Source: an optimization exercise on an open RTL-to-GDS flow (aim: small area and a short achievable clock period). Production flows keep margins and buffers that such runs may drop. Where RTL was checked, it was by simulation tests only, not by an equivalence proof against the original.

// fp32_adder_tree_8_inputs
module fp32_adder_tree_8_inputs (
    input wire clk,
    input wire rst_n,
    input wire [127:0] dvr_fp32addtree8to1_s0,
    input wire [127:0] dvr_fp32addtree8to1_s1,
    input wire [2:0] cru_fp32addtree8to1,
    output wire [127:0] dr_fp32addtree8to1_d
);
    genvar i;
    wire [7:0] sgn, hid, inf, nan;
    wire [7:0] ex [0:7];
    wire [22:0] man [0:7];
    generate
        for (i = 0; i < 8; i = i + 1) begin : unpack_gen
            fp32_unpacker u (
                .fp_in({dvr_fp32addtree8to1_s1[16*i +: 16], dvr_fp32addtree8to1_s0[16*i +: 16]}),
                .sign(sgn[i]), .exponent(ex[i]), .hidden(hid[i]), .mantissa(man[i]),
                .is_inf(inf[i]), .is_nan(nan[i]));
        end
    endgenerate
    wire pinf = |(inf & ~sgn);
    wire ninf = |(inf & sgn);
    wire res_nan = (|nan) | (pinf & ninf);
    wire res_inf = pinf | ninf;
    wire all_neg = &sgn;
    wire [7:0] x0 = ex[0];
    wire [7:0] x1 = ex[1];
    wire [7:0] x2 = ex[2];
    wire [7:0] x3 = ex[3];
    wire [7:0] x4 = ex[4];
    wire [7:0] x5 = ex[5];
    wire [7:0] x6 = ex[6];
    wire [7:0] x7 = ex[7];
    wire mx_1 = x0[0] & ~x1[0];
    wire mx_2 = x0[1] & ~x1[1];
    wire mx_3 = x0[2] & ~x1[2];
  ...
==> flow/config.mk <==
export PLATFORM = sky130hd
export DESIGN_NAME = fp32_adder_tree_8_inputs
export DESIGN_NICKNAME = fp32_adder_tree_8_inputs
export VERILOG_FILES = /design/flow/design.v
export SDC_FILE = /design/flow/constraint.sdc
export NUM_CORES = 8
export LEC_CHECK = 0
export ABC_AREA = 1
export CAP_MARGIN = 20
export CORE_MARGIN = 2
export CORE_UTILIZATION = 40
export SLEW_MARGIN = 20
==> flow/constraint.sdc <==
create_clock -name core_clock -period 64.0 [get_ports {clk}]
set_input_delay 12.8000 -clock core_clock [delete_from_list [all_inputs] [get_ports {clk}]]
set_output_delay 12.8000 -clock core_clock [all_outputs]
set_load 0.01 [all_outputs]
standard.sh (not shown) runs the stock make flow with config.mk's settings and CLKGATE_MAP_FILE= SYNTH_SCRIPT=/design/flow/synth_recipe.tcl, a recipe that flattens the netlist after the stock synthesis.
==> flow/flow/run.sh <==
#!/bin/bash
# Layout flow: ORFS, with two changes to its synthesis script and a setup
# margin for timing repair.
#  - synthesis: Yosys's generic synth step runs without its quick ABC pass, so
#    the full adders written in the RTL reach extract_fa as written (no
#    inverters around them); the final ABC mapping uses flow/abc.script.
#  - layout: standard steps; repair_timing aims at SETUP_SLACK_MARGIN; the
#    port buffers are the platform's smallest buffer.
# Each tool's output goes to ORFS's own logs (orfs/logs/...); make's output to flow.log.
set -euo pipefail
HERE=$(pwd)
FL=$HERE/flow
source $FL/params.sh
sed -e 's#^source \$::env(SCRIPTS_DIR)/synth_preamble.tcl#&\nset abc_args [lreplace $abc_args 1 1 '"$FL"'/abc.script]#' \
    -e 's#synth -top \$::env(DESIGN_NAME) -run fine: {\*}\$synth_full_args#& -noabc#' \
    $FLOW_HOME/scripts/synth.tcl > $HERE/my_synth.tcl
grep -q -- '-noabc' $HERE/my_synth.tcl
grep -q 'abc.script\]' $HERE/my_synth.tcl
sed -e "s#source \$::env(SCRIPTS_DIR)/synth.tcl#source $HERE/my_synth.tcl#" synth_recipe.tcl > my_synth_recipe.tcl
grep -q my_synth.tcl my_synth_recipe.tcl
sed -e "s#SYNTH_SCRIPT=[^ ]*#SYNTH_SCRIPT=$HERE/my_synth_recipe.tcl#" standard.sh > my_standard.sh
grep -q my_synth_recipe.tcl my_standard.sh
export SETUP_SLACK_MARGIN=$MARGIN
# every port still gets a buffer, the smallest one
export BUFFER_PORTS_ARGS="${PORTBUF:--buffer_cell sky130_fd_sc_hd__buf_1}"
bash my_standard.sh finish > flow.log 2>&1
==> flow/flow/abc.script <==
strash
dch
map -B 0.9
topo
mfs
strash
dch
map -B 0.9
topo
mfs
strash
dch
map -B 0.9
topo
mfs
strash
dch
map -B 0.9
topo
stime -c
==> flow/flow/params.sh <==
MARGIN=42

Then changed:
==> flow/flow/abc.script (replaced) <==
strash
dch
map -B 0.9 -a
topo
mfs
strash
dch
map -B 0.9
topo
mfs
strash
dch
map -B 0.9
topo
stime -c
==> flow/flow/params.sh (replaced) <==
MARGIN=42
export REMOVE_ABC_BUFFERS=1
Effect: The changed run finished with timing, DRC and antenna clean; final cell count went down by 2.9%; setup slack is worse by 0.079 ns; core utilization is about the same; via count went down by 3.4%; final area went down by 1.8%; critical path depth went up by 5; clock-buffer cell count does not change.

* * *

Another version of the RTL of fp32_adder_tree_8_inputs (not shown whole).
Size: roughly 5500 cells after synthesis, about 390 I/O pins, ~32000 um2 of cells after synthesis.
Settings: LEC_CHECK=0, ABC_AREA=1, CAP_MARGIN=20, CORE_MARGIN=2, CORE_UTILIZATION=40, SLEW_MARGIN=20; clock period 64.0 ns.
==> flow/flow/abc.script <==
strash
dch
map -B 0.9
topo
stime -c
buffer -c
upsize -c
dnsize -c
==> flow/flow/params.sh <==
MARGIN=33
Scripts as last shown in full above: flow/flow/run.sh
Then changed:
==> flow/flow/abc.script (replaced) <==
&get -n
&st
&dch
&nf
&st
&syn2
&if -g -K 6
&synch2
&nf
&st
&syn2
&if -g -K 6
&synch2
&nf
&st
&syn2
&if -g -K 6
&synch2
&nf
&st
&syn2
&if -g -K 6
&synch2
&nf
&st
&syn2
&if -g -K 6
&synch2
&nf
&put
buffer -c
topo
stime -c
upsize -c
dnsize -c
Effect: Wire length went up by 1.5%. Sequential share of layout area went down by 0.14 points. Critical path depth went down by 31.
Then changed:
==> flow/flow/abc.script (replaced) <==
strash
dch
map -B 0.9
topo
stime -c
buffer -c
upsize -c
dnsize -c
==> flow/flow/params.sh (replaced) <==
MARGIN=31
Effect:
- The changed run passed the timing, design-rule and antenna checks
- wire length fell by 2.6%
- setup slack degrades by 0.83 ns
- via count rises by 2.0%
- global-route usage climbs by 0.30 points
- worst hold slack improved by 0.014 ns
- cell area came out lower by 6.4%
No run of this note included a check of the RTL's function; only the layout flow was run.

* * *

job 6096:
Another version of the RTL of fp32_adder_tree_8_inputs (not shown whole).
Size: ~5800 cells after synthesis, about 35 flip-flops, roughly 390 I/O pins, ~34000 um2 of cells after synthesis.
Design fp32_adder_tree_8_inputs, start of the top module:
module fp32_adder_tree_8_inputs (
    input wire clk,
    input wire rst_n,
    input wire [127:0] dvr_fp32addtree8to1_s0,
    input wire [127:0] dvr_fp32addtree8to1_s1,
    input wire [2:0] cru_fp32addtree8to1,
    output wire [127:0] dr_fp32addtree8to1_d
);
clock: 64.0 ns
lec_check: 0
abc_area: 1
cap_margin: 20
core_margin: 2
core_utilization: 65
place_density: 0.8
slew_margin: 20
==> flow/flow/run.sh <==
#!/bin/bash
# Layout flow: the standard flow, with timing repair aimed at a setup slack
# margin so that the (otherwise unconstrained) input-to-register paths are sized.
set -o pipefail
ls -la > ls.log
cat standard.sh > standard_copy.log
export SETUP_SLACK_MARGIN=${MARGIN:-30}
bash standard.sh > standard.log 2>&1
Job 6096 was carried through to the last stage, and its layout satisfied the timing, design-rule and antenna checks.
[inputs] job 7504 vs job 6096
Settings: a deleted PLACE_DENSITY that had been 0.8; a change of CORE_UTILIZATION from 65 to 40.
==> flow/flow/run.sh <==
#!/bin/bash
# Layout flow: ORFS, with two changes to its synthesis script and a setup
# margin for timing repair.
#  - synthesis: Yosys's generic synth step runs without its quick ABC pass, so
#    the full adders written in the RTL reach extract_fa as written (no
#    inverters around them); the final ABC mapping uses flow/abc.script.
#  - layout: standard steps; repair_timing aims at SETUP_SLACK_MARGIN.
# Each tool's output goes to ORFS's own logs (orfs/logs/...); make's output to flow.log.
set -euo pipefail
HERE=$(pwd)
FL=$HERE/flow
source $FL/params.sh
sed -e 's#^source \$::env(SCRIPTS_DIR)/synth_preamble.tcl#&\nset abc_args [lreplace $abc_args 1 1 '"$FL"'/abc.script]#' \
    -e 's#synth -top \$::env(DESIGN_NAME) -run fine: {\*}\$synth_full_args#& -noabc#' \
    $FLOW_HOME/scripts/synth.tcl > $HERE/my_synth.tcl
grep -q -- '-noabc' $HERE/my_synth.tcl
grep -q 'abc.script\]' $HERE/my_synth.tcl
sed -e "s#source \$::env(SCRIPTS_DIR)/synth.tcl#source $HERE/my_synth.tcl#" synth_recipe.tcl > my_synth_recipe.tcl
grep -q my_synth.tcl my_synth_recipe.tcl
sed -e "s#SYNTH_SCRIPT=[^ ]*#SYNTH_SCRIPT=$HERE/my_synth_recipe.tcl#" standard.sh > my_standard.sh
grep -q my_synth_recipe.tcl my_standard.sh
export SETUP_SLACK_MARGIN=$MARGIN
bash my_standard.sh finish > flow.log 2>&1
==> flow/flow/abc.script (new file) <==
strash
dch
amap
topo
stime -c
buffer -c
upsize -c
dnsize -c
==> flow/flow/params.sh (new file) <==
MARGIN=30
--- outcome ---
- Worst setup slack: job 7504 < job 6096
- | worst slack at placement | job 7504 vs job 6096 | worse |
- Relative to job 6096, the final cell area reported for job 7504 is higher.
### job 7504 -> job 9929
--- a/flow/flow/abc.script
+++ b/flow/flow/abc.script
@@ -2,3 +2,3 @@
 dch
-amap
+map -B 0.9
 topo
==> flow/flow/params.sh <==
MARGIN=25
--- outcome ---
There was hardly any difference in number of H-tree levels between job 9929 and job 7504. Taking job 9929 as 1.0, job 7504 lands at 0.855 on total standard cell area after synthesis. Between job 7504 and job 9929, delay contributed by the slowest stage of the critical path is lower for job 7504, job 9929 comes in above that. Endpoint of the worst setup timing path = sum_q[22]: job 7504; endpoint of the worst setup timing path = sum_q[1]: job 9929. Re minimum setup slack in the final design: job 9929 is 3510 ps up on job 7504. Of the two values seen for worst setup path startpoint, dvr_fp32addtree8to1_s1[24] was produced by job 9929 and dvr_fp32addtree8to1_s1[103] by job 7504. When job 9929 is set beside job 7504, its share of the clock period used by the worst path after layout turns out to be 5.5 points smaller. Job 7504 → job 9929: y dimension of the die rose by 8.1%, shortest period the worst path allows fell by 3510 ps.
### job 9929 -> job 6143
--- a/flow/flow/run.sh
+++ b/flow/flow/run.sh
@@ -6,3 +6,4 @@
 #    inverters around them); the final ABC mapping uses flow/abc.script.
-#  - layout: standard steps; repair_timing aims at SETUP_SLACK_MARGIN.
+#  - layout: standard steps; repair_timing aims at SETUP_SLACK_MARGIN; the
+#    port buffers are the platform's smallest buffer.
 # Each tool's output goes to ORFS's own logs (orfs/logs/...); make's output to flow.log.
@@ -22,2 +23,4 @@
 export SETUP_SLACK_MARGIN=$MARGIN
+# every port still gets a buffer, the smallest one
+export BUFFER_PORTS_ARGS="${PORTBUF:--buffer_cell sky130_fd_sc_hd__buf_1}"
 bash my_standard.sh finish > flow.log 2>&1
==> flow/flow/params.sh <==
MARGIN=33
Findings:
Taking job 9929 as the reference, in job 6143 design area shrank by about 2.5%, non-clock buffer count climbed about 15%.
As far as total clock buffers created by CTS goes, job 9929 and job 6143 are indistinguishable; the numbers are identical.
Job 9929 has a lower non-clock inverter total of the final layout than job 6143.
Against job 9929, job 6143 comes in 15% higher on wire length on met3.
Routed wire in job 6143 totals more than in job 9929.
Against job 9929, job 6143 comes in 4080 ps lower on clock period minus worst slack.
Job 9929 has a higher routed wire length on met2 than job 6143.

[port drivers added, routing unchanged]
In the flow no input, the clock included, has a driving cell. The finished layouts below were timed again as built, in two steps.
Step 1, drivers: a clkbuf_16 drives clk and a buf_2 each remaining input, both assumed.
Step 2 times the ports against the registers' clock, not the clock port: input delays grow and output delays shrink by t, the midpoint of the rising clock arrivals with the driver on.
Three values: ideal ports, drivers, drivers and shift; two values: the first two.
| run | t (ns) | setup slack, ns | worst hold slack (ns) | latest minus earliest clock arrival (ns) | worst register clock-pin slew, ns |
|---|---|---|---|---|---|
| the first run of note 1 | 0.415 | 42.569 / 42.595 / 42.180 | 12.199 / 12.182 / 12.597 | 0.017 / 0.016 | 0.08 / 0.08 |
| the second run of note 1 | 0.435 | 42.490 / 42.516 / 42.080 | 12.170 / 12.160 / 12.595 | 0.030 / 0.031 | 0.10 / 0.10 |
| the first run of note 2 | 0.320 | 34.333 / 34.353 / 34.033 | 12.613 / 12.605 / 12.925 | 0.005 / 0.006 | 0.06 / 0.06 |
| the second run of note 2 | 0.303 | 33.515 / 33.522 / 33.219 | 12.600 / 12.600 / 12.903 | 0.004 / 0.004 | 0.05 / 0.05 |
| the third run of note 2 | 0.321 | 32.689 / 32.707 / 32.386 | 12.614 / 12.606 / 12.927 | 0.005 / 0.005 | 0.06 / 0.06 |
| job 6096 | 0.317 | 31.611 / 31.617 / 31.300 | 12.978 / 12.991 / 13.308 | 0.002 / 0.002 | 0.05 / 0.05 |
| job 7504 | 0.305 | 26.617 / 26.613 / 26.308 | 12.611 / 12.609 / 12.914 | 0.004 / 0.003 | 0.05 / 0.05 |
| job 9929 | 0.312 | 30.127 / 30.132 / 29.820 | 12.602 / 12.595 / 12.908 | 0.007 / 0.007 | 0.06 / 0.06 |
| job 6143 | 0.314 | 34.204 / 34.220 / 33.906 | 12.616 / 12.610 / 12.924 | 0.009 / 0.010 | 0.06 / 0.06 |
After both steps every run listed still meets setup and hold. The setup slack of the second run of note 1, which loses most, moves by +0.026 ns with the drivers and by -0.410 ns with both steps.
